From an optimization exercise on the open Yosys and OpenROAD flow, aimed at small area; shortcuts taken in it are not production practice.
Only simulation tests tie the RTL to the original design; equivalence was not proved.
Power figures rest on the tool's default switching activity, not on a simulated workload.

==> flow/design.v <==
module PC(input clock,input rst,
		  input			i_memread,
		  input			i_bus_block,
		  input			i_LW_block,
		  input			i_skip_cs,
		  input			i_jump_cs,
		  input[31:0]	i_jump_addr,
		  input[31:0]	i_skip_addr,
		  input[31:0]	i_memdat,
		  input[31:0]	i_nowjumpstraddr,
		  input			i_jump_risk_block,
	  	  output[31:0] 	o_instraddr,
	  	  output		o_instrnop );
	reg[31:0]	instraddr;
	reg		instr_nop;
	reg		LW_block;	
	reg[1:0]	PC_add;
	assign	o_instrnop=instr_nop;
	assign	o_instraddr[31:0]=instraddr[31:0];
	always@(posedge clock or negedge rst)begin
		if(!rst)	LW_block<=1'h0;
		else  LW_block<=i_LW_block;
	end
	always@(posedge clock or negedge rst)begin
		if(!rst)begin	
				instraddr<=32'h4;
				instr_nop<=1'h0;
			end
	 	else if(((i_memread==1)&&(i_memdat==32'h0))
	 			||(i_LW_block==1)
	 			||(i_bus_block==1)
	 			||(i_jump_risk_block==1))begin
	 		if((i_jump_risk_block==1))
	 			instraddr[31:0]<=i_nowjumpstraddr[31:0];
	 		else
		 		instraddr[31:0]<=instraddr[31:0]; 
		 	if((i_memread==1)&&(i_memdat==32'h0))instr_nop<=1'h1;
		 	else instr_nop<=1'h0;
		end
		else if(i_skip_cs==1)begin
			instraddr[31:0]<=instraddr[31:0]+i_skip_addr[31:0];
			instr_nop<=1'h0;
		end
		else if(i_jump_cs==1)begin
			instraddr[31:0]<=instraddr[31:0]+i_jump_addr[31:0]-4;
			instr_nop<=1'h0;
		end
		else begin
			instraddr[31:0]<=instraddr[31:0]+4;
			instr_nop<=1'h0;
		end
	end
endmodule
module coding(
			input[31:0] 	i_i_instr,
			output reg[6:0]	o_op,
			output reg[2:0]	o_fun3,
			output reg[6:0]	o_fun7,
			output reg[4:0]	o_rd,
			output reg[4:0]	o_rs1,
			output reg[4:0]	o_rs2);
		always@(*)begin
			o_op[6:0]<=i_i_instr[6:0];
			o_fun3[2:0]<=i_i_instr[14:12];
			o_fun7[6:0]<=i_i_instr[31:25];
			o_rd[4:0]<=i_i_instr[11:7];
			o_rs1[4:0]<=i_i_instr[19:15];
			o_rs2[4:0]<=i_i_instr[24:20];
		end
endmodule
module skip(
			input[31:0]	i_i_instr,			  
			input[6:0]	i_op,
			output reg		 o_skip_cs,
			output reg[31:0] o_skip_addr);
	always@(*)begin
		if(i_op[6:0]==7'h6F)begin
			o_skip_cs=1'h1;
			o_skip_addr[31:0]={{11{i_i_instr[31]}},i_i_instr[31],i_i_instr[19:12],i_i_instr[20],i_i_instr[30:21],1'h0};
		end
		else if(i_op[6:0]==7'h17)begin
			o_skip_cs=1'h1;
			o_skip_addr[31:0]={i_i_instr[31:12],12'h0};
		end
		else begin
			o_skip_cs=1'h0;
			o_skip_addr[31:0]=32'h0;
		end
	end
endmodule
module jump_input(
				input[4:0]	i_rs1,
				input[4:0]	i_rs2,
				input[6:0]	i_op,
				input[4:0]	i_EX_rd,
				input[6:0]	i_EX_op,
				input[4:0]	i_MEM_rd,
				input[6:0]	i_MEM_op,
				input[6:0]	i_WB_op,
				input[4:0]	i_WB_rd,
				input[31:0]	i_EX_aludat,
				input[31:0]	i_MEM_aludat,
				input[31:0]	i_reg_writedat,
				input[31:0]	i_ID_reg_readdat1,
				input[31:0]	i_ID_reg_readdat2,
				output reg[31:0]	o_regdat1,
				output reg[31:0]	o_regdat2,
				output reg			o_jump_risk_block);
		reg[1:0]	rs1_select;
		reg[1:0]	rs2_select;
		reg			EX_risk; 
		reg			MEM_risk;
		reg			WB_risk;
		always@(*)begin
			if((i_op[6:0]==7'h63)
				&&(i_EX_op[6:0]!=7'h23)
				&&(i_EX_op[6:0]!=7'h63))
					EX_risk=1;
			else EX_risk=0;
		end
		always@(*)begin
			if((i_op[6:0]==7'h63)
				&&(i_MEM_op[6:0]!=7'h23)
				&&(i_MEM_op[6:0]!=7'h63))
					MEM_risk=1;		
			else MEM_risk=0;
		end
		always@(*)begin	
			if((i_op[6:0]==7'h63)
				&&(i_WB_op[6:0]!=7'h23)
				&&(i_WB_op[6:0]!=7'h63))
					WB_risk=1;		
			else WB_risk=0;		
		end
		always@(*)begin
			case(rs1_select[1:0])
				2'h0:o_regdat1[31:0]=i_ID_reg_readdat1[31:0];
				2'h1:o_regdat1[31:0]=i_EX_aludat[31:0];
				2'h2:o_regdat1[31:0]=i_MEM_aludat[31:0];
				2'h3:o_regdat1[31:0]=i_reg_writedat[31:0];
			endcase
		end		
		always@(*)begin
			if((EX_risk==1)
				&&(i_EX_rd[4:0]==i_rs1[4:0])
				&&(i_EX_rd[4:0]!=0)
				&&(i_EX_op[6:0]!=7'h03))
					rs1_select[1:0]=2'h1; 
			else if((MEM_risk==1)
					&&(i_MEM_rd[4:0]!=0)
					&&(i_EX_rd[4:0]!=i_rs1[4:0])
					&&(i_MEM_op[6:0]!=7'h03)
					&&(i_MEM_rd[4:0]==i_rs1[4:0]))
					rs1_select[1:0]=2'h2;
			else if((WB_risk==1)
					&&(i_WB_rd[4:0]!=0)
					&&(i_EX_rd[4:0]!=i_rs1[4:0])
					&&(i_MEM_rd[4:0]!=i_rs1[4:0])
					&&(i_WB_rd[4:0]==i_rs1[4:0]))
					rs1_select[1:0]=2'h3;
			else	rs1_select[1:0]=2'h0;
		end
		always@(*)begin
			case(rs2_select[1:0])
				2'h0:o_regdat2[31:0]=i_ID_reg_readdat2[31:0];
				2'h1:o_regdat2[31:0]=i_EX_aludat[31:0];
				2'h2:o_regdat2[31:0]=i_MEM_aludat[31:0];
				2'h3:o_regdat2[31:0]=i_reg_writedat[31:0];
			endcase
		end		
		always@(*)begin
			if((EX_risk==1)
				&&(i_EX_rd[4:0]==i_rs2[4:0])
				&&(i_EX_rd[4:0]!=0)
				&&(i_EX_op[6:0]!=7'h03))
					rs2_select[1:0]=2'h1; 
			else if((MEM_risk==1)
					&&(i_MEM_rd[4:0]!=0)
					&&(i_EX_rd[4:0]!=i_rs2[4:0])
					&&(i_MEM_op[6:0]!=7'h03)
					&&(i_MEM_rd[4:0]==i_rs2[4:0]))
					rs2_select[1:0]=2'h2;
			else if((WB_risk==1)
					&&(i_WB_rd[4:0]!=0)
					&&(i_EX_rd[4:0]!=i_rs2[4:0])
					&&(i_MEM_rd[4:0]!=i_rs2[4:0])
					&&(i_WB_rd[4:0]==i_rs2[4:0]))
					rs2_select[1:0]=2'h3;
			else	rs2_select[1:0]=2'h0;
		end		
		always@(*)begin
			if((i_op[6:0]==7'h63)
				&&(i_EX_op[6:0]==7'h03)
				&&((i_EX_rd[4:0]==i_rs1[4:0])
				||(i_EX_rd[4:0]==i_rs2[4:0])))
					o_jump_risk_block=1'h1;
			else if((i_op[6:0]==7'h63)
					&&(i_EX_op[6:0]!=7'h03)
					&&(i_MEM_op[6:0]==7'h03)
					&&((i_MEM_rd[4:0]==i_rs1[4:0])
					||(i_MEM_rd[4:0]==i_rs2[4:0])))
					o_jump_risk_block=1'h1;
			else	o_jump_risk_block=1'h0;
		end
endmodule
module jump(
			input[4:0]	i_rd,
			input[6:0]	i_op,
			input[4:0]	i_rs2,
			input[2:0]	i_fun3,
			input[6:0]	i_fun7,
			input[31:0] i_regdat1,
			input[31:0]	i_regdat2,
			input		i_ID_jump_risk_block,
			output reg[31:0]	o_jump_addr,
			output reg			o_jump_cs);
	reg[31:0]	JALR_jump_addr;
	reg			JALR_jump_cs;
	reg[31:0]	SB_jump_addr;
	reg			SB_jump_cs;
	always@(*)begin
		if(i_ID_jump_risk_block==1)begin
			o_jump_addr[31:0]=32'h0;
			o_jump_cs=1'h0;
		end
		else begin
			case(i_op[6:0])
				7'h67:begin
						o_jump_addr[31:0]=JALR_jump_addr[31:0];
						o_jump_cs=JALR_jump_cs;
					end
				7'h63:begin
						o_jump_addr[31:0]=SB_jump_addr[31:0];
						o_jump_cs=SB_jump_cs;
					end
				default:begin
						o_jump_addr[31:0]=32'h0;
						o_jump_cs=1'h0;
					end
			endcase
		end
	end
	always@(*)begin
		if(i_op[6:0]==7'h67)begin	 
			JALR_jump_addr[31:0]=({{20{i_fun7[6]}},i_fun7[6:0],i_rs2[4:0]}+i_regdat1[31:0])&32'hfffffffe;
			JALR_jump_cs=1'h1;
		end
		else begin
			JALR_jump_addr[31:0]=32'h0;
			JALR_jump_cs=1'h0;
		end
	end
	always@(*)begin
		if(i_op[6:0]==7'h63)
			SB_jump_addr[31:0]={{19{i_fun7[6]}},i_fun7[6],i_rd[0],i_fun7[5:0],i_rd[4:1],1'h0};
		else	SB_jump_addr[31:0]<=32'h0;
	end
	always@(*)begin
		if(i_op[6:0]==7'h63)
			case(i_fun3[2:0])
				3'h0:SB_jump_cs=(i_regdat1[31:0]==i_regdat2[31:0]);
				3'h1:SB_jump_cs=(i_regdat1[31:0]!=i_regdat2[31:0]);
				3'h4:SB_jump_cs=((i_regdat1[31:0]&32'hffffffff)<(i_regdat2[31:0]&32'hffffffff));	 
				3'h6:SB_jump_cs=((i_regdat1[31:0]&32'h7fffffff)<(i_regdat2[31:0]&32'h7fffffff)); 
				3'h5:SB_jump_cs=((i_regdat1[31:0]&32'hffffffff)>=(i_regdat2[31:0]&32'hffffffff));	 
				3'h7:SB_jump_cs=((i_regdat1[31:0]&32'h7fffffff)>=(i_regdat2[31:0]&32'h7fffffff)); 
				default:SB_jump_cs=1'h0;
			endcase			
		else	SB_jump_cs=1'h0;
	end
endmodule
module IF_ID_reg(	input clock,input rst,
					input[6:0]		i_op,
					input[31:0]		i_instraddr,
					input[2:0]		i_fun3,
					input[6:0]		i_fun7,
					input[4:0]		i_rd,
					input[4:0]		i_rs1,
					input[4:0]		i_rs2,
					input			i_instrnop,
					input			i_bus_block,
					input			i_LW_block,
					input			i_jump_cs,
					input			i_jump_risk_block,
					output [6:0] 	o_op,
					output [2:0]	o_fun3,
					output [6:0]	o_fun7,
					output [4:0]	o_rd,
					output [4:0]	o_rs1,
					output[31:0]	o_instraddr,
					output [4:0]	o_rs2);
	reg[31:0] instraddr;
	reg[6:0] op;
	reg[2:0] fun3;
	reg[6:0] fun7;
	reg[4:0] rd;
	reg[4:0] rs1;
	reg[4:0] rs2;
	assign	o_instraddr[31:0]=instraddr[31:0];
	assign	o_op[6:0]=op[6:0];
	assign	o_fun3[2:0]=fun3[2:0];
	assign  o_fun7[6:0]=fun7[6:0];
	assign	o_rd[4:0]=rd[4:0];
	assign  o_rs1[4:0]=rs1[4:0];
	assign	o_rs2[4:0]=rs2[4:0];
	always@(posedge clock or negedge rst)begin
		if(!rst)begin
			op<=7'h0;
			fun3<=3'h0;
			fun7<=7'h0;
			rd<=5'h0;
			rs1<=5'h0;
			rs2<=5'h0;
			instraddr<=32'h0;
		end
		else if((i_instrnop==1)
				||(i_bus_block==1)
				||(i_LW_block==1)
				||(i_jump_cs==1)
				||(i_jump_risk_block==1))begin
			op<=7'h0;
			fun3<=3'h0;
			fun7<=7'h0;
			rd<=5'h0;
			rs1<=5'h0;
			rs2<=5'h0;
		end
		else begin
			instraddr[31:0]<=i_instraddr[31:0];
			op[6:0]<=i_op[6:0];
			fun3[2:0]<=i_fun3[2:0];
			fun7[6:0]<=i_fun7[6:0];
			rd[4:0]<=i_rd[4:0];
			rs1[4:0]<=i_rs1[4:0];
			rs2[4:0]<=i_rs2[4:0];
		end
	end
endmodule
module ID_EX_reg(input clock, input rst,
				 input[31:0]	i_regdat1,
				 input[31:0]	i_regdat2,				
				 input[2:0]		i_fun3,
				 input[6:0]		i_fun7,
				 input[4:0]		i_rs1,
				 input[4:0]		i_rs2,
				 input[4:0]		i_rd,				 
				 input[31:0]	i_memstraddr,
				 input[6:0]		i_op,				 
				 output[6:0]	o_fun7,
				 output[4:0]	o_rs1,
				 output[4:0]	o_rs2,
				 output[31:0]	o_regdat1,
				 output[31:0]	o_regdat2,
				 output[4:0]	o_rd ,
				 output[31:0]	o_memstraddr,
				 output[6:0]	o_op,
				 output[2:0]	o_fun3);
	reg[31:0]	regdat1;
	reg[31:0]	regdat2;
	reg[2:0]	fun3;
	reg[6:0]	fun7;
	reg[4:0]	rs2;
	reg[4:0]	rs1;
	reg[4:0]	rd;
	reg[31:0]	memstraddr;
	reg[6:0]	op;
	assign	o_fun3[2:0]=fun3[2:0];
	assign	o_memstraddr[31:0]=memstraddr[31:0];
	assign	o_op[6:0]=op[6:0];
	assign	o_regdat1[31:0]=regdat1[31:0];
	assign	o_regdat2[31:0]=regdat2[31:0];
	assign	o_rs2[4:0]=rs2[4:0];
	assign	o_rs1[4:0]=rs1[4:0];
	assign	o_fun7[6:0]=fun7[6:0];
	assign	o_rd[4:0]=rd[4:0];
	always@(posedge clock or negedge rst)begin
		if(!rst)begin
			regdat1<=32'h0;
			regdat2<=32'h0;
			fun3<=3'h0;
			fun7<=7'h0;
			rs2<=5'h0;
			rs1<=5'h0;
			rd<=5'h0;
			op<=7'h0;
			memstraddr<=32'h0;
		end
		else begin
			regdat1[31:0]<=i_regdat1[31:0];
			regdat2[31:0]<=i_regdat2[31:0];
			fun3[2:0]<=i_fun3[2:0];
			fun7[6:0]<=i_fun7[6:0];
			rs2[4:0]<=i_rs2[4:0];
			rs1[4:0]<=i_rs1[4:0];
			rd<=i_rd[4:0];
			op[6:0]<=i_op[6:0];
			memstraddr[31:0]<=i_memstraddr[31:0];
		end
	end 
endmodule
module EX_MEM_reg(input clock,input rst,
				  input[31:0] 	i_aludat,
				  input 		i_aluzero,
				  input[4:0] 	i_rd,
				  input[31:0] 	i_regdat2,
				  input[6:0]	i_op,
				  input[2:0]	i_fun3,
				  output[2:0]	o_fun3,
				  output[6:0]	o_op,
				  output[31:0] 	o_aludat,
				  output 		o_aluzero,
				  output[4:0] 	o_rd,
				  output[31:0] 	o_regdat2 );
	reg[31:0]	aludat;
	reg			zero;
	reg[4:0]	rd;
	reg[31:0]	regdat2;
	reg[6:0]	op;
	reg[2:0]	fun3;
	assign	o_fun3[2:0]=fun3[2:0];
	assign	o_op[6:0]=op[6:0];	
	assign	o_aludat[31:0]=aludat[31:0];
	assign	o_aluzero=zero;
	assign	o_rd=rd;
	assign	o_regdat2=regdat2;
	always@(posedge clock or negedge rst)begin
		if(!rst)begin
			aludat<=32'h0;
			zero<=0;
			rd<=5'h0;
			regdat2<=32'h0;
			op<=7'h0;
			fun3<=3'h0;
		end
		else begin
			aludat[31:0]<=i_aludat[31:0];
			zero<=i_aluzero;
			rd[4:0]<=i_rd[4:0];
			regdat2[31:0]<=i_regdat2[31:0];
			op[6:0]<=i_op[6:0];			
			fun3[2:0]<=i_fun3[2:0];
		end
	end
endmodule
module MEM_WB_reg(input clock,input rst,
				  input[31:0] 	i_aludat,
				  input[31:0] 	i_memdat,
				  input[4:0]	i_rd,
				  input[6:0]	i_op,
				  output		o_regwritecs,
				  output[31:0]	o_reg_writedat,
				  output[4:0] 	o_rd,
				  output[6:0]	o_op );
	reg[4:0] rd;
	reg[31:0] reg_writedat;
	reg		regwritecs;
	reg[6:0]	op;
	assign o_op[6:0]=op[6:0];
	assign o_reg_writedat[31:0]=reg_writedat[31:0];
	assign o_regwritecs=regwritecs;
	assign o_rd[4:0]=rd[4:0];
	always@(posedge clock or negedge rst)begin
		if(!rst)begin
			rd<=5'h0;
			reg_writedat<=32'h0;
			regwritecs<=1'h0;
			op<=7'h0;
		end
		else	begin
			op[6:0]<=i_op[6:0];
			rd[4:0]<=i_rd[4:0];
			reg_writedat[31:0]<=(i_op[6:0]==7'h03)?i_memdat[31:0]:i_aludat[31:0];
			if((i_op[6:0]==7'h23)
				||(i_op[6:0]==7'h63)
				||(i_op[6:0]==0))	
				regwritecs<=1'h0;
			else if(i_op[6:0])	regwritecs<=1'h1;
			else regwritecs<=1'h0;
		end
	end
endmodule
module aluinput(	
				input[2:0]	i_fun3,
				input[6:0]	i_op,
				input[31:0]	i_regdat1,
				input[31:0]	i_regdat2,
				input[4:0]	i_rs1,
				input[4:0]	i_rs2,
				input[4:0]	i_rd,
				input[6:0]	i_fun7,
				input[1:0]	i_alu_A_select,
				input[1:0]	i_alu_B_select,
				input[31:0] i_MEM_aludat,
				input[31:0]	i_reg_writedat,
				input[31:0]	i_memstraddr,
				output reg[3:0]	o_operation,
				output reg[31:0]	o_A,
				output reg[31:0]	o_B);
	reg[3:0]	operation_R;	
	reg[3:0]	operation_LS;
	reg[31:0]	o_B1;	
	reg[31:0]	o_A1;
	always@(*)begin
		case(i_alu_A_select)
			2'h0:o_A1[31:0]=i_regdat1[31:0];
			2'h1:o_A1[31:0]=i_MEM_aludat[31:0];
			2'h2:o_A1[31:0]=i_reg_writedat[31:0];
			default:o_A1[31:0]=i_regdat1[31:0];
		endcase
	end
	always@(*)begin
		case(i_alu_B_select)
			2'h0:o_B1[31:0]=i_regdat2[31:0];
			2'h1:o_B1[31:0]=i_MEM_aludat[31:0];
			2'h2:o_B1[31:0]=i_reg_writedat[31:0];
			default:o_B1[31:0]=i_regdat2[31:0];
		endcase
	end
	always@(*)begin
		case(i_op[6:0])
			7'h37:o_A[31:0]=12'h0;
			7'h6F:o_A[31:0]=i_memstraddr[31:0];
			7'h67:o_A[31:0]=i_memstraddr[31:0];
			7'h17:o_A[31:0]=i_memstraddr[31:0];
			default:o_A[31:0]=o_A1[31:0];
		endcase
	end
	always@(*)begin
		case(i_op[6:0])
			7'h33:o_B[31:0]=o_B1[31:0];
			7'h03:o_B[31:0]={{20{i_fun7[6]}},i_fun7[6:0],i_rs2[4:0]};
			7'h23:o_B[31:0]={{20{i_fun7[6]}},i_fun7[6:0],i_rd[4:0]};
			7'h13:begin
							if((i_fun3[2:0]==1)||(i_fun3[2:0]==5))	o_B[31:0]={27'h0,i_rs2[4:0]};	
							else o_B[31:0]={20'h0,i_fun7[6:0],i_rs2[4:0]};
						end
			7'h6F:o_B[31:0]=32'h4;
			7'h67:o_B[31:0]=32'h4;
			7'h37:o_B[31:0]={i_fun7[6:0],i_rs2[4:0],i_rs1[4:0],i_fun3[2:0],12'h0};
			7'h17:o_B[31:0]={i_fun7[6:0],i_rs2[4:0],i_rs1[4:0],i_fun3[2:0],12'h0};
			7'h0:o_B[31:0]=32'h0;
			default:o_B[31:0]=32'h0;
		endcase
	end
	always@(*)begin
		case(i_op[6:0])
			7'h33:o_operation[3:0]=operation_R[3:0];
			7'h13:o_operation[3:0]=operation_R[3:0];
			7'h03:o_operation[3:0]=4'h0;
			7'h23:o_operation[3:0]=4'h0;
			7'h6F:o_operation[3:0]=4'h0;
			7'h67:o_operation[3:0]=4'h0;
			7'h37:o_operation[3:0]=4'h0;
			7'h17:o_operation[3:0]=4'h0;
			default:o_operation[3:0]=4'h0;
		endcase
	end
	always@(*)begin
		if((i_op[6:0]==7'h13)||(i_op[6:0]==7'h33))begin
			if((i_fun3[2:0]==0)&&(i_op[6:0]==7'h33)&&(i_fun7[6:0]==7'h20))
				operation_R[3:0]=4'h8;
			else if((i_fun3[2:0]==5)&&(i_fun7[6:0]==7'h20))
				operation_R[3:0]=4'hD;
			else	operation_R[3:0]={1'h0,i_fun3[2:0]};
		end
		else operation_R[3:0]={1'h0,i_fun3[2:0]};
	end
endmodule
module alu(input[3:0] i_operation,input[31:0] i_A,input[31:0] i_B,
			output reg[31:0] o_aluout,output o_zero);
	assign o_zero=(o_aluout==0);
	always@(i_operation,i_A,i_B)begin
		case(i_operation)
			4'h0:o_aluout=i_A+i_B;
			4'h8:o_aluout=i_A-i_B;
			4'h1:o_aluout=i_A<<i_B[4:0];
			4'h2:o_aluout=(i_A<i_B);
			4'h3:o_aluout=(i_A<i_B);	 
			4'h4:o_aluout=((~i_A)&i_B)|(i_A&(~i_B));
			4'h5:o_aluout=i_A>>i_B[4:0];
			4'hD:o_aluout=i_A>>>i_B[4:0]; 
			4'h6:o_aluout=i_A|i_B;
			4'h7:o_aluout=i_A&i_B;
			default:o_aluout=0;
		endcase
	end
endmodule
module register(input i_clock,input i_rst,input[4:0] i_rs1,input[4:0] i_rs2,
				output reg[31:0] o_read_dat1,output reg[31:0] o_read_dat2,
				input i_write_cs,input[4:0] i_rd,input[31:0] regdat);
		reg[31:0]	regfile[31:0];
		always@(*)begin
			if((i_write_cs==1)&&((i_rd[4:0])==i_rs1[4:0])&&((i_rd[4:0])==i_rs2[4:0]))begin
				o_read_dat1[31:0]=regdat[31:0];
				o_read_dat2[31:0]=regdat[31:0];
			end
			else if(i_write_cs==1&&(i_rd[4:0])==i_rs1[4:0])begin
				o_read_dat1[31:0]=regdat[31:0];
				o_read_dat2=regfile[i_rs2];
			end
			else if(i_write_cs==1&&(i_rd[4:0])==i_rs2[4:0])begin
				o_read_dat2[31:0]=regdat[31:0];
				o_read_dat1=regfile[i_rs1];
			end
			else begin
					o_read_dat1=regfile[i_rs1];
					o_read_dat2=regfile[i_rs2];
			end
		end
		always@(posedge i_clock or negedge i_rst)begin
			if(!i_rst)begin
				regfile[0]<=32'h0;
				regfile[1]<=32'h02;
				regfile[2]<=32'h01;
				regfile[3]<=32'h20;
				regfile[4]<=32'h15;
				regfile[5]<=32'h25;
				regfile[6]<=32'h11;
				regfile[7]<=32'h22;
				regfile[8]<=32'h55;
				regfile[9]<=32'h01;
				regfile[10]<=32'h02;
				regfile[11]<=32'h05;
				regfile[12]<=32'h50;
				regfile[13]<=32'h20;
				regfile[14]<=32'h10;
				regfile[15]<=32'h13;
				regfile[16]<=32'h03;
				regfile[17]<=32'h30;
				regfile[18]<=32'h33;
				regfile[19]<=32'h43;
				regfile[20]<=32'h34;
				regfile[21]<=32'h44;
				regfile[22]<=32'h54;
				regfile[23]<=32'h45;
				regfile[24]<=32'h57;
				regfile[25]<=32'h56;
				regfile[26]<=32'h65;
				regfile[27]<=32'h66;
				regfile[28]<=32'h12;
				regfile[29]<=32'h75;
				regfile[30]<=32'h77;
				regfile[31]<=32'h27;
			end
			else if(i_write_cs)
				regfile[i_rd]<=regdat[31:0];
		end
endmodule
module io(clock,
		  rst,
		  i_iodat,
		  i_memaddress,
		  i_memread_cs,
		  i_memwrite_cs,
		  i_memstraddress,
		  i_instrnop,
		  i_writedat,
		  o_bus_block,
		  o_instr_read,
		  o_instruction,
		  o_memreaddat,
		  o_ioaddr,
		  o_iodat );
	input clock;
	input rst;
	input[31:0]		i_iodat;
	input[31:0]		i_memaddress;
	input			i_memread_cs;
	input			i_memwrite_cs;
	input[31:0]		i_memstraddress;
	input			i_instrnop;
	input[31:0]		i_writedat;
	output reg[31:0]	o_iodat;
	output reg		o_bus_block;
	output 			o_instr_read;
	output reg[31:0]	o_instruction;
	output reg[31:0]	o_memreaddat;
	output reg[31:0]	o_ioaddr;
	reg 	instr_read;  
	reg[31:0]	instruction;
	assign o_instr_read=instr_read;
	always@(posedge clock or negedge rst)begin
		if(!rst)	instruction<=32'h0;
		else if((i_memread_cs!=1)&&(i_memwrite_cs!=1)) instruction[31:0]<=i_iodat[31:0];
	end
	always@(*)begin
		if((i_memread_cs==1)||(i_memwrite_cs==1))begin
			 instr_read=0;
			 o_instruction[31:0]=instruction[31:0];  
			 o_bus_block=1;			  
			 o_ioaddr[31:0]=i_memaddress[31:0];
			 if(i_memread_cs==1)begin
			 	o_memreaddat[31:0]=i_iodat[31:0];
			 	o_iodat[31:0]<=32'h0;
			 end
			 else begin
			    o_iodat[31:0]=i_writedat[31:0];
			    o_memreaddat[31:0]=32'h0;
			 end
		end
		else begin
			 instr_read=1;
			 o_bus_block=0;	
			 o_instruction[31:0]=i_iodat[31:0];
			 o_ioaddr[31:0]=i_memstraddress[31:0];
			 o_memreaddat[31:0]=32'h0;
			 o_iodat[31:0]=32'h0;
		end
	end
endmodule
module cpu(i_instr,clock,rst,i_bus_block,o_memstraddr,o_instrnop,o_memaddr,o_memread_cs,o_memwrite_cs,i_memreaddat,o_memwritedat);
	input	clock,rst;
	input	i_bus_block;
	output[31:0]	o_memstraddr;
	wire[31:0]	o_memstraddr;
	output	o_instrnop;
	wire	o_instrnop;
	wire[6:0] IF_op;
	wire[2:0] IF_fun3;
	wire[6:0] IF_fun7;
	wire[4:0] IF_rd;
	wire[4:0] IF_rs1;
	wire[4:0] IF_rs2;
	wire	  IF_skip_cs;
	wire[31:0] IF_skip_addr;
	input[31:0] i_instr;
	wire[6:0]	ID_op;
	wire[2:0]	ID_fun3;
	wire[6:0]	ID_fun7;
	wire[4:0]	ID_rd;
	wire[4:0]	ID_rs1;
	wire[4:0]	ID_rs2;
	wire[31:0]	ID_memstraddr;
	wire		ID_jump_cs;
	wire[31:0]	ID_jump_addr;
	wire[31:0]	ID_jump_regdat1;
	wire[31:0]	ID_jump_regdat2;
	wire		ID_jump_risk_block;
	reg			ID_LW_block;
	reg[1:0]	alu_A_select;
	reg[1:0]	alu_B_select;
	wire[31:0]	ID_read_dat1;
	wire[31:0]	ID_read_dat2;
	wire[31:0]	EX_memstraddr;
	wire[31:0]	EX_regdat1;
	wire[31:0]	EX_regdat2;
	wire[6:0]	EX_fun7;
	wire[6:0]	EX_op;
	wire[4:0]	EX_rs1;
	wire[4:0]	EX_rs2;
	wire[4:0]	EX_rd;
	wire[3:0]   EX_operation;
	wire[31:0]	EX_A;
	wire[31:0]	EX_B;
	wire[2:0]	EX_fun3;
	wire[31:0]	aludat;
	wire		zero;
	wire[31:0]	MEM_aludat;
	wire[6:0]	MEM_op;
	wire[4:0]	MEM_rd;
	wire[31:0]	MEM_regdat2;
	wire[2:0]	MEM_fun3;
	wire[2:0]	MEM_load_WHB;
	wire[1:0]	MEM_store_WHB;
	output reg[31:0] o_memaddr;
	output reg	    o_memread_cs;
	output reg	    o_memwrite_cs;
	output reg[31:0] o_memwritedat;
	input[31:0]  i_memreaddat;
	reg[31:0]	memreaddat;
	wire[31:0]   reg_writedat;
	wire		WB_regwritecs;
	wire[4:0]	WB_rd;	
	wire[6:0]	WB_op;
	PC instr(
			.clock(clock),
			.rst(rst),
			.i_bus_block(i_bus_block),
			.i_LW_block(ID_LW_block),
			.i_memread(o_memread_cs),
			.i_memdat(memreaddat[31:0]),
			.i_jump_cs(ID_jump_cs),
			.i_jump_addr(ID_jump_addr[31:0]),
			.i_skip_cs(IF_skip_cs),
			.i_skip_addr(IF_skip_addr[31:0]),
			.i_jump_risk_block(ID_jump_risk_block),
			.i_nowjumpstraddr(ID_memstraddr[31:0]),
			.o_instraddr(o_memstraddr[31:0]),
			.o_instrnop(o_instrnop));	
	coding instrcoding(
				.i_i_instr(i_instr[31:0]),
				.o_op(IF_op[6:0]),
				.o_fun3(IF_fun3[2:0]),
				.o_fun7(IF_fun7[6:0]),
				.o_rd(IF_rd[4:0]),
				.o_rs1(IF_rs1[4:0]),
				.o_rs2(IF_rs2[4:0]));	
	skip unconditional(
				  .i_i_instr(i_instr[31:0]),
				  .i_op(IF_op[6:0]),
				  .o_skip_cs(IF_skip_cs),
				  .o_skip_addr(IF_skip_addr[31:0]));
	IF_ID_reg if_id(
				.clock(clock),
				.rst(rst),
				.i_instraddr(o_memstraddr[31:0]),
				.i_op(IF_op[6:0]),
				.i_fun3(IF_fun3[2:0]),
				.i_fun7(IF_fun7[6:0]),
				.i_rd(IF_rd[4:0]),
				.i_rs1(IF_rs1[4:0]),
				.i_rs2(IF_rs2[4:0]),
				.i_instrnop(o_instrnop),
				.i_bus_block(i_bus_block),
				.i_LW_block(ID_LW_block),
				.i_jump_cs(ID_jump_cs),
				.i_jump_risk_block(ID_jump_risk_block),
				.o_op(ID_op[6:0]),
				.o_fun3(ID_fun3[2:0]),
				.o_fun7(ID_fun7[6:0]),
				.o_rd(ID_rd[4:0]),
				.o_rs1(ID_rs1[4:0]),
				.o_instraddr(ID_memstraddr[31:0]),
				.o_rs2(ID_rs2[4:0]));
	jump_input risk_jump(
						.i_rs1(ID_rs1[4:0]),
						.i_rs2(ID_rs2[4:0]),
						.i_op(ID_op[6:0]),
						.i_EX_rd(EX_rd[4:0]),
						.i_EX_op(EX_op[6:0]),
						.i_MEM_rd(MEM_rd[4:0]),
						.i_MEM_op(MEM_op[6:0]),
						.i_WB_rd(WB_rd[4:0]),
						.i_WB_op(WB_op[6:0]),
						.i_EX_aludat(aludat[31:0]),
						.i_MEM_aludat(MEM_aludat[31:0]),
						.i_reg_writedat(reg_writedat[31:0]),
						.i_ID_reg_readdat1(ID_read_dat1[31:0]),
						.i_ID_reg_readdat2(ID_read_dat2[31:0]),
						.o_regdat1(ID_jump_regdat1[31:0]),
						.o_regdat2(ID_jump_regdat2[31:0]),
						.o_jump_risk_block(ID_jump_risk_block));
	jump condition(
				.i_rd(ID_rd[4:0]),
				.i_op(ID_op[6:0]),
				.i_rs2(ID_rs2[4:0]),
				.i_fun3(ID_fun3[2:0]),
				.i_fun7(ID_fun7[6:0]),
				.i_regdat1(ID_jump_regdat1[31:0]),
				.i_regdat2(ID_jump_regdat2[31:0]),
				.i_ID_jump_risk_block(ID_jump_risk_block),
				.o_jump_addr(ID_jump_addr[31:0]),
				.o_jump_cs(ID_jump_cs));
	register regfile(
				.i_clock(clock),
				.i_rst(rst),
				.i_rs1(ID_rs1[4:0]),
				.i_rs2(ID_rs2[4:0]),
				.o_read_dat1(ID_read_dat1[31:0]),
				.o_read_dat2(ID_read_dat2[31:0]),
				.i_write_cs(WB_regwritecs),
				.i_rd(WB_rd[4:0]),
				.regdat(reg_writedat[31:0]));
	always@(*)begin
		if((ID_op[6:0]==7'h03)
			&&(IF_op[6:0]!=7'h63)
			&&((ID_rd[4:0]==IF_rs1[4:0])
			||(ID_rd[4:0]==IF_rs2[4:0])))
			ID_LW_block=1;
		else
			ID_LW_block=0;
	end
	ID_EX_reg id_ex(
				.clock(clock),
				.rst(rst),
				.i_memstraddr(ID_memstraddr[31:0]),
				.i_op(ID_op[6:0]),
				.i_fun3(ID_fun3[2:0]),
				.i_fun7(ID_fun7[6:0]),
				.i_rs1(ID_rs1[4:0]),
				.i_rs2(ID_rs2[4:0]),
				.i_rd(ID_rd[4:0]),
				.i_regdat1(ID_read_dat1[31:0]),
				.i_regdat2(ID_read_dat2[31:0]),				
				.o_regdat1(EX_regdat1[31:0]),
				.o_regdat2(EX_regdat2[31:0]),
				.o_fun7(EX_fun7[6:0]),
				.o_rd(EX_rd[4:0]),
				.o_rs1(EX_rs1[4:0]),
				.o_rs2(EX_rs2[4:0]),
				.o_memstraddr(EX_memstraddr[31:0]),
				.o_op(EX_op[6:0]),
				.o_fun3(EX_fun3[2:0]));
	aluinput aluin(
				  .i_fun3(EX_fun3[2:0]),
				  .i_op(EX_op[6:0]),
				  .i_regdat1(EX_regdat1[31:0]),
				  .i_regdat2(EX_regdat2[31:0]),
				  .i_rs1(EX_rs1[4:0]),
				  .i_rs2(EX_rs2[4:0]),
				  .i_rd(EX_rd[4:0]),
				  .i_fun7(EX_fun7[6:0]),
				  .i_alu_A_select(alu_A_select[1:0]),
				  .i_alu_B_select(alu_B_select[1:0]),
				  .i_MEM_aludat(MEM_aludat[31:0]),
				  .i_reg_writedat(reg_writedat[31:0]),
				  .i_memstraddr(EX_memstraddr[31:0]),
				  .o_operation(EX_operation[3:0]),
				  .o_A(EX_A[31:0]),
				  .o_B(EX_B[31:0]));
	alu alu(
			.i_operation(EX_operation[3:0]),
			.i_A(EX_A[31:0]),
			.i_B(EX_B[31:0]),			
			.o_aluout(aludat[31:0]), 
			.o_zero(zero));
	always@(*)begin
		if((MEM_op[6:0]!=7'h23)
			&&(MEM_op[6:0]!=7'h63)
			&&(MEM_rd[4:0]==EX_rs1[4:0])
			&&(MEM_rd[4:0]!=0)		
			&&(MEM_op[6:0]!=7'h03)) 
				alu_A_select[1:0]=2'h1;  
		else if((WB_op[6:0]!=7'h23)
				&&(WB_op[6:0]!=7'h63)
				&&(WB_rd[4:0]!=0)
				&&(WB_rd[4:0]==EX_rs1[4:0])
				&&((MEM_rd[4:0]!=EX_rs1[4:0])))
				alu_A_select[1:0]=2'h2;
		else alu_A_select=2'h0;	
	end
	always@(*)begin
		if((MEM_op[6:0]!=7'h23)
			&&(MEM_op[6:0]!=7'h63)
			&&(MEM_rd[4:0]==EX_rs2[4:0])
			&&(MEM_rd[4:0]!=0)
			&&(MEM_op[6:0]!=7'h03)) 
				alu_B_select[1:0]=2'h1;  
		else if((WB_op[6:0]!=7'h23)
				&&(WB_op[6:0]!=7'h63)
				&&(WB_rd[4:0]!=0)
				&&(WB_rd[4:0]==EX_rs2[4:0])
				&&((MEM_rd[4:0]!=EX_rs2[4:0])))
				alu_B_select[1:0]=2'h2;
		else alu_B_select=2'h0;						
	end
	EX_MEM_reg ex_mem(
					.clock(clock),
					.rst(rst),
					.i_aludat(aludat[31:0]),
					.i_aluzero(zero),
					.i_fun3(EX_fun3[2:0]),
					.i_op(EX_op[6:0]),
					.i_rd(EX_rd[4:0]),
					.i_regdat2(EX_regdat2[31:0]),
					.o_fun3(MEM_fun3[2:0]),	
					.o_aludat(MEM_aludat[31:0]),
					.o_aluzero(MEM_zero),
					.o_op(MEM_op[6:0]),
					.o_rd(MEM_rd[4:0]),
					.o_regdat2(MEM_regdat2[31:0]));
	always@(*)begin
		if((MEM_op[6:0]==7'h03)||(MEM_op[6:0]==7'h23))	
			o_memaddr=MEM_aludat[31:0];
		else 
			o_memaddr=32'h0;
	end
	always@(*)begin
		if(MEM_op[6:0]==7'h23)begin
			o_memwrite_cs=1'h1;
			case(MEM_fun3[2:0])
				3'h0:o_memwritedat=MEM_regdat2[7:0];
				3'h1:o_memwritedat=MEM_regdat2[15:0];
				3'h2:o_memwritedat=MEM_regdat2[31:0];
				default:o_memwritedat=32'h0;
			endcase
		end
		else begin
			o_memwrite_cs=1'h0;
			o_memwritedat=32'h0;
		end
	end
	always@(*)begin
		if(MEM_op[6:0]==7'h03)begin
			o_memread_cs=1'h1;
			case(MEM_fun3[2:0])
				3'h2:memreaddat[31:0]=i_memreaddat[31:0];
				3'h1:memreaddat[31:0]={{16{i_memreaddat[15]}},i_memreaddat[15:0]};
				3'h0:memreaddat[31:0]={{24{i_memreaddat[7]}},i_memreaddat[7:0]};
				3'h5:memreaddat[31:0]={16'h0,i_memreaddat[15:0]};
				3'h4:memreaddat[31:0]={24'h0,i_memreaddat[7:0]};
				default:memreaddat[31:0]=32'h0;
			endcase
		end
		else begin
			memreaddat[31:0]=32'h0;
			o_memread_cs=1'h0;
		end
	end
	MEM_WB_reg mem_wb(
					.clock(clock),
					.rst(rst),
					.i_op(MEM_op[6:0]),
					.i_aludat(MEM_aludat[31:0]),
					.i_memdat(memreaddat[31:0]),
					.i_rd(MEM_rd[4:0]),
					.o_regwritecs(WB_regwritecs),
					.o_reg_writedat(reg_writedat[31:0]),
					.o_rd(WB_rd[4:0]),
					.o_op(WB_op[6:0]));
endmodule
module top2(i_iodat,o_iodat,o_ioaddr,clock,rst,memread,memwrite_cs );
	input clock,rst;
	input[31:0] i_iodat;
	output[31:0] o_iodat;
	output	memread;
	output	memwrite_cs;
	output[31:0] o_ioaddr;
	wire	memread_cs;
	wire	memwrite_cs;
	wire	instrnop;
	wire	bus_block;
	wire	instr_read;
	wire[31:0] memaddress;
	wire[31:0] memreaddat;
	wire[31:0] memstraddress;
	wire[31:0] writedat;
	wire[31:0] instruction;
	assign	memread=(instr_read|memread_cs);
	io busarbitration(
					.clock(clock),
					.rst(rst),
					.i_iodat(i_iodat[31:0]),
					.i_instrnop(instrnop),
					.i_memread_cs(memread_cs),
					.i_memwrite_cs(memwrite_cs),
					.i_memstraddress(memstraddress[31:0]),
					.i_memaddress(memaddress[31:0]),
					.i_writedat(writedat[31:0]),
					.o_iodat(o_iodat[31:0]),
					.o_instr_read(instr_read),
					.o_bus_block(bus_block),
					.o_memreaddat(memreaddat[31:0]),				
					.o_instruction(instruction[31:0]),
					.o_ioaddr(o_ioaddr[31:0]));
	cpu	a(
		.clock(clock),
		.rst(rst),
		.i_instr(instruction[31:0]),
		.i_bus_block(bus_block),
		.o_memstraddr(memstraddress[31:0]),
		.o_memaddr(memaddress[31:0]),
		.o_memread_cs(memread_cs),
		.o_memwrite_cs(memwrite_cs),
		.i_memreaddat(memreaddat[31:0]),
		.o_memwritedat(writedat[31:0]),
		.o_instrnop(instrnop));
endmodule
==> flow/run.sh <==
#!/bin/bash
# synth_recipe.tcl (not shown) runs the flow's synth.tcl, then flattens the netlist and writes it again
# the make line also repeats each setting of config.mk as NAME=value (left out here)
make -C /OpenROAD-flow-scripts/flow DESIGN_CONFIG=/design/flow/config.mk WORK_HOME=/design/flow/orfs CLKGATE_MAP_FILE= SYNTH_SCRIPT=/design/flow/synth_recipe.tcl finish
==> flow/config.mk <==
export PLATFORM = sky130hd
export DESIGN_NAME = top2
export DESIGN_NICKNAME = top2
export VERILOG_FILES = /design/flow/design.v
export SDC_FILE = /design/flow/constraint.sdc
export NUM_CORES = 4
export LEC_CHECK = 0
export CAP_MARGIN = 20
export CORE_MARGIN = 2
export CORE_UTILIZATION = 40
export SLEW_MARGIN = 20
==> flow/constraint.sdc <==
create_clock -name core_clock -period 15.0 [get_ports {clock}]
set_input_delay 3.0000 -clock core_clock [delete_from_list [all_inputs] [get_ports {clock}]]
set_output_delay 3.0000 -clock core_clock [all_outputs]
set_load 0.01 [all_outputs]
==> summary.txt <==
- Post-route minimum period: 13,550 ps
- Slowest cell on the critical path: dfrtp_1
- Non-filler instance count after layout: 10,800
- YS warnings: 16
- Worst slack, placed: 1930 ps
- CTS resizes: 0
- Netlist cell types: 96
- Top cell type's share of synthesized area: 40.2%
- Vias in the first global route: ~73,000
- Status: timing/DRC/antenna clean
- CTS Hold Bufs: 0
- Clock Tree Root: clkbuf_16
- Fill cell count: ~19,000
- Post-CTS Setup Bufs: 0
- Via count: 77,900
- Routed WL: ~420,000 µm
- TNS Setup: 0 ps
- FF/Latch Area: between 0.03 and 0.04 mm²
- Initial antenna violation count: 41
- Final Skew: 63.4 ps
- Mapped cell area: about 0.082 mm²
- Fin. Hold Viols: 0
- CP endpoint kind: flip-flop
- Gr ovfl total: 0
- Top post-synthesis cells by area: dfrtp_1 (40%), mux2_2 (14%), a221oi_1 (4.0%), ha_1 (3.8%), a22o_1 (3.5%)
- Leakage: a little over 40 nW
- Req. time, crit path: 15,710 ps
- Avg Inst Size Synth: about 10 µm²
- Hold path start: a.ex_mem.op[3]$_DFF_PN0_
- Hpwl dp: approximately 260,000 µm
- DRT Pass-1 Iters: 10
- Worst VDD drop: about 0.14 mV
- Residual DRC: 0
- Setup crit start kind: flip-flop
- Initial drt markers: ~14,000
- Setup WS post-layout: approximately 1500 ps
- Worst-Skew Late Latency: about 860 ps
- Worst min path class: flip-flop to flip-flop
- Post-synth ARST share: 100%
- Slew HR: 5.72%
- Setup Viol. Count Final: 0
- Synth Instances: approximately 8,000
- Critical path type: flip-flop to flip-flop
- Hold Path Sink: a.mem_wb.op[3]$_DFF_PN0_
- Core Footprint: a little over 0.2 mm²
- Layout cells sized above 1: between 20% and 30%
- CTS buffer count: 158
- Die width: 457 µm
- Row cnt: between 150 and 200
- Worst-Margin Slew: about 1400 ps
- EDFF count, synth: 0
- Die area: 0.209 mm²
- CTS Buffer Depth: 3
- Sequential area share after synthesis: between 40% and 50%
- Htree depth: 4
- Die extent in y: roughly 460 µm
- Layout area overhead: 12.5%
- Register clock-pin slew on the reported worst setup and hold paths: about 60 ps
- Buffers added on ports: 99
- Main synth FF type: dfrtp_1
- Critical path peak fanout: 32
- Antenna Nets Post-Route: 0
- Final layout net count: around 8,300
- RSZ-0062 raised after global routing: no
- Placed insts: 10,500
- CP arrival: between 10,000 and 15,000 ps
- Worst Hold Depth: 0
- Count leader, synth: dfrtp_1
- IO Pins: 100
- GPL Wtd Cong: between 1 and 1.5
- Initial core utilization: 40.2%
- Slowest stage delay, CP: between 800 and 900 ps
- CTS tree: yes
- R2R setup slack: 1450 ps
- Via density: 7.18
- Multi-input logic area: ~0.044 mm²
- Pwr dens: 181 mW/mm²
- Largest net degree at the start of global routing: roughly 170
- Reg2reg end: a.instr.instraddr[31]$_DFFE_PN0N_
- Number of max-cap violations: 0
- First-pass GRT wire length: 574,000 µm
- Mapped Nets: around 8,500
- Crit share post-route: around 90%
- Yosys reg bits: 1,404
- Crit Reg-Reg Startpoint: a.mem_wb.rd[2]$_DFF_PN0_
- Reg2Reg Depth: 55
- Tot GR Track Use: between 30 and 40%
- Cell mode on critical path: o21ai_0
- DR WL/cell: 38.4 µm
- Synth area leader: dfrtp_1
- Clk sinks: between 1,000 and 1,500
- Maximum clock rate: around 74 MHz
- Top cell types by occurrence after synthesis: dfrtp_1 (1,319), mux2_2 (1,025), nand2_1 (644)
- Final slew viol count: 0
==> metal layers <==
metal / share of wire [%] / wire [µm] / global-route usage [%]
met5: 0.18 / 733 / 1.15
met4: 9.6 / 39900 / 28.2
met3: 16 / 66600 / 18.0
met2: 39 / 162000 / 52.6
met1: 35 / 148000 / 47.2
==> layout make-up <==
type | count | area share [%]
sequential | 1404 | 38.2
timing repair buffer | 384 | 3.47
clock buffer | 225 | 4.95
antenna | 22 | 0.0597
inverter | 255 | 1.04
tap | 2688 | 3.65
clock inverter | 60 | 1.00
multi-input combinational | 5808 | 47.6
==> kinds of logic (layout without fill, tap and decap cells) <==
group | after synthesis | in the layout | share of synthesized area (%)
AO/OA/AOI/OAI | 2429 | 2429 | 21.2
AND/OR/NAND/NOR | 1809 | 1809 | 10.1
flip-flops | 1404 | 1404 | 43.0
multiplexers | 1144 | 1144 | 15.5
buffers and inverters | 958 | 924 | 4.49
adder cells (fa/ha/maj) | 256 | 256 | 3.95
XOR/XNOR | 170 | 170 | 1.82
other | 0 | 22 | 0
==> power breakdown <==
| group | internal [mW] | switching, mW |
|---|---|---|
| Combinational | 2.24 | 3.71 |
| Clock | 2.40 | 1.76 |
| Sequential | 5.12 | 1.47 |
| Total | 9.76 | 6.94 |
==> per-stage QoR <==
step                instance area, µm²  power [mW]  util [%]  hold slack [ps]
detailed placement               86600        12.2      42.4              361
floorplan                        82000        9.59         -              349
global route                     92200        17.2      45.2              387
global placement                 86600        12.1      42.4              358
finish                           92200        16.7      45.2              368
CTS                              92100        16.3      45.1              365
==> cells in the final DEF (no fill, tap or decap), types with 61 or more instances in the layout <==
cell and n:
xnor2_1 115, a211oi_1 61, mux2_2 1025, a22oi_1 357, dfstp_2 85, clkdlybuf4s50_1 98, nand3_1 142, nor2_4 75
o21ai_0 473, mux2i_1 117, ha_1 251, nor3_1 72, a221oi_1 371, a22o_1 329, nand4_1 152, inv_1 251
dfrtp_1 1315, nor2_1 423, buf_4 279, a21oi_1 317, nand2_1 632, clkbuf_16 160
==> sequential cells by signal, indices dropped and copies added (netlist names), 32 cells and up <==
| name | count |
|---|---|
| a.ex_mem.aludat | 32 |
| a.ex_mem.regdat2 | 32 |
| a.id_ex.memstraddr | 32 |
| a.mem_wb.reg_writedat | 32 |
| a.if_id.instraddr | 32 |
| a.id_ex.regdat1 | 32 |
| a.regfile.regfile | 1024 |
| a.instr.instraddr | 32 |
| a.id_ex.regdat2 | 32 |
| busarbitration.instruction | 32 |
==> critical path: cells and delay by family, from the launching register on <==
family | cells | cell delay, ps
buffers and inverters | 3 | 240
adders and majority gates | 5 | 1610
DFF | 1 | 810
and+or+nand+nor | 9 | 1550
AOI/OAI and AO/OA | 34 | 8170
muxes | 2 | 680
xor gates and xnor gates | 2 | 350
==> how the worst max path moves through the flow <==
stage	depth (start not counted)	to	start
after global routing	56	a.instr.instraddr[31]$_DFFE_PN0N_	a.mem_wb.rd[2]$_DFF_PN0_
final	55	a.instr.instraddr[31]$_DFFE_PN0N_	a.mem_wb.rd[2]$_DFF_PN0_
after floorplan	56	a.instr.instraddr[31]$_DFFE_PN0N_	a.ex_mem.rd[2]$_DFF_PN0_
after global placement	56	a.instr.instraddr[31]$_DFFE_PN0N_	a.mem_wb.rd[2]$_DFF_PN0_
after CTS	55	a.instr.instraddr[31]$_DFFE_PN0N_	a.mem_wb.rd[2]$_DFF_PN0_
after detailed placement	55	a.instr.instraddr[31]$_DFFE_PN0N_	a.mem_wb.rd[2]$_DFF_PN0_

## port drivers added, routing unchanged
Ports are ideal in the flow. The routed layout listed here was re-timed in OpenROAD.
Step 1 (the two cells are an assumption about what drives the block):
set clk [get_ports {clock}]
set_driving_cell -lib_cell sky130_fd_sc_hd__clkbuf_16 $clk
set_driving_cell -lib_cell sky130_fd_sc_hd__buf_2 [delete_from_list [all_inputs] $clk]
Step 2 times the ports against the registers' clock, not the clock port: input delays grow and output delays shrink by t, the midpoint of the rising clock arrivals with the driver on.
Three values: ideal, step 1, step 2; two values: the first two.
shift t [ns]: 0.917
slack for setup (ns): 1.452 / 1.452 / 1.452
worst hold slack (ns): 0.368 / 0.368 / 0.368
worst setup path at the end: register to register
After both steps setup and hold are still met in this run. The setup slack of this run moves by 0.000 ns with the drivers and by 0.000 ns with both steps.
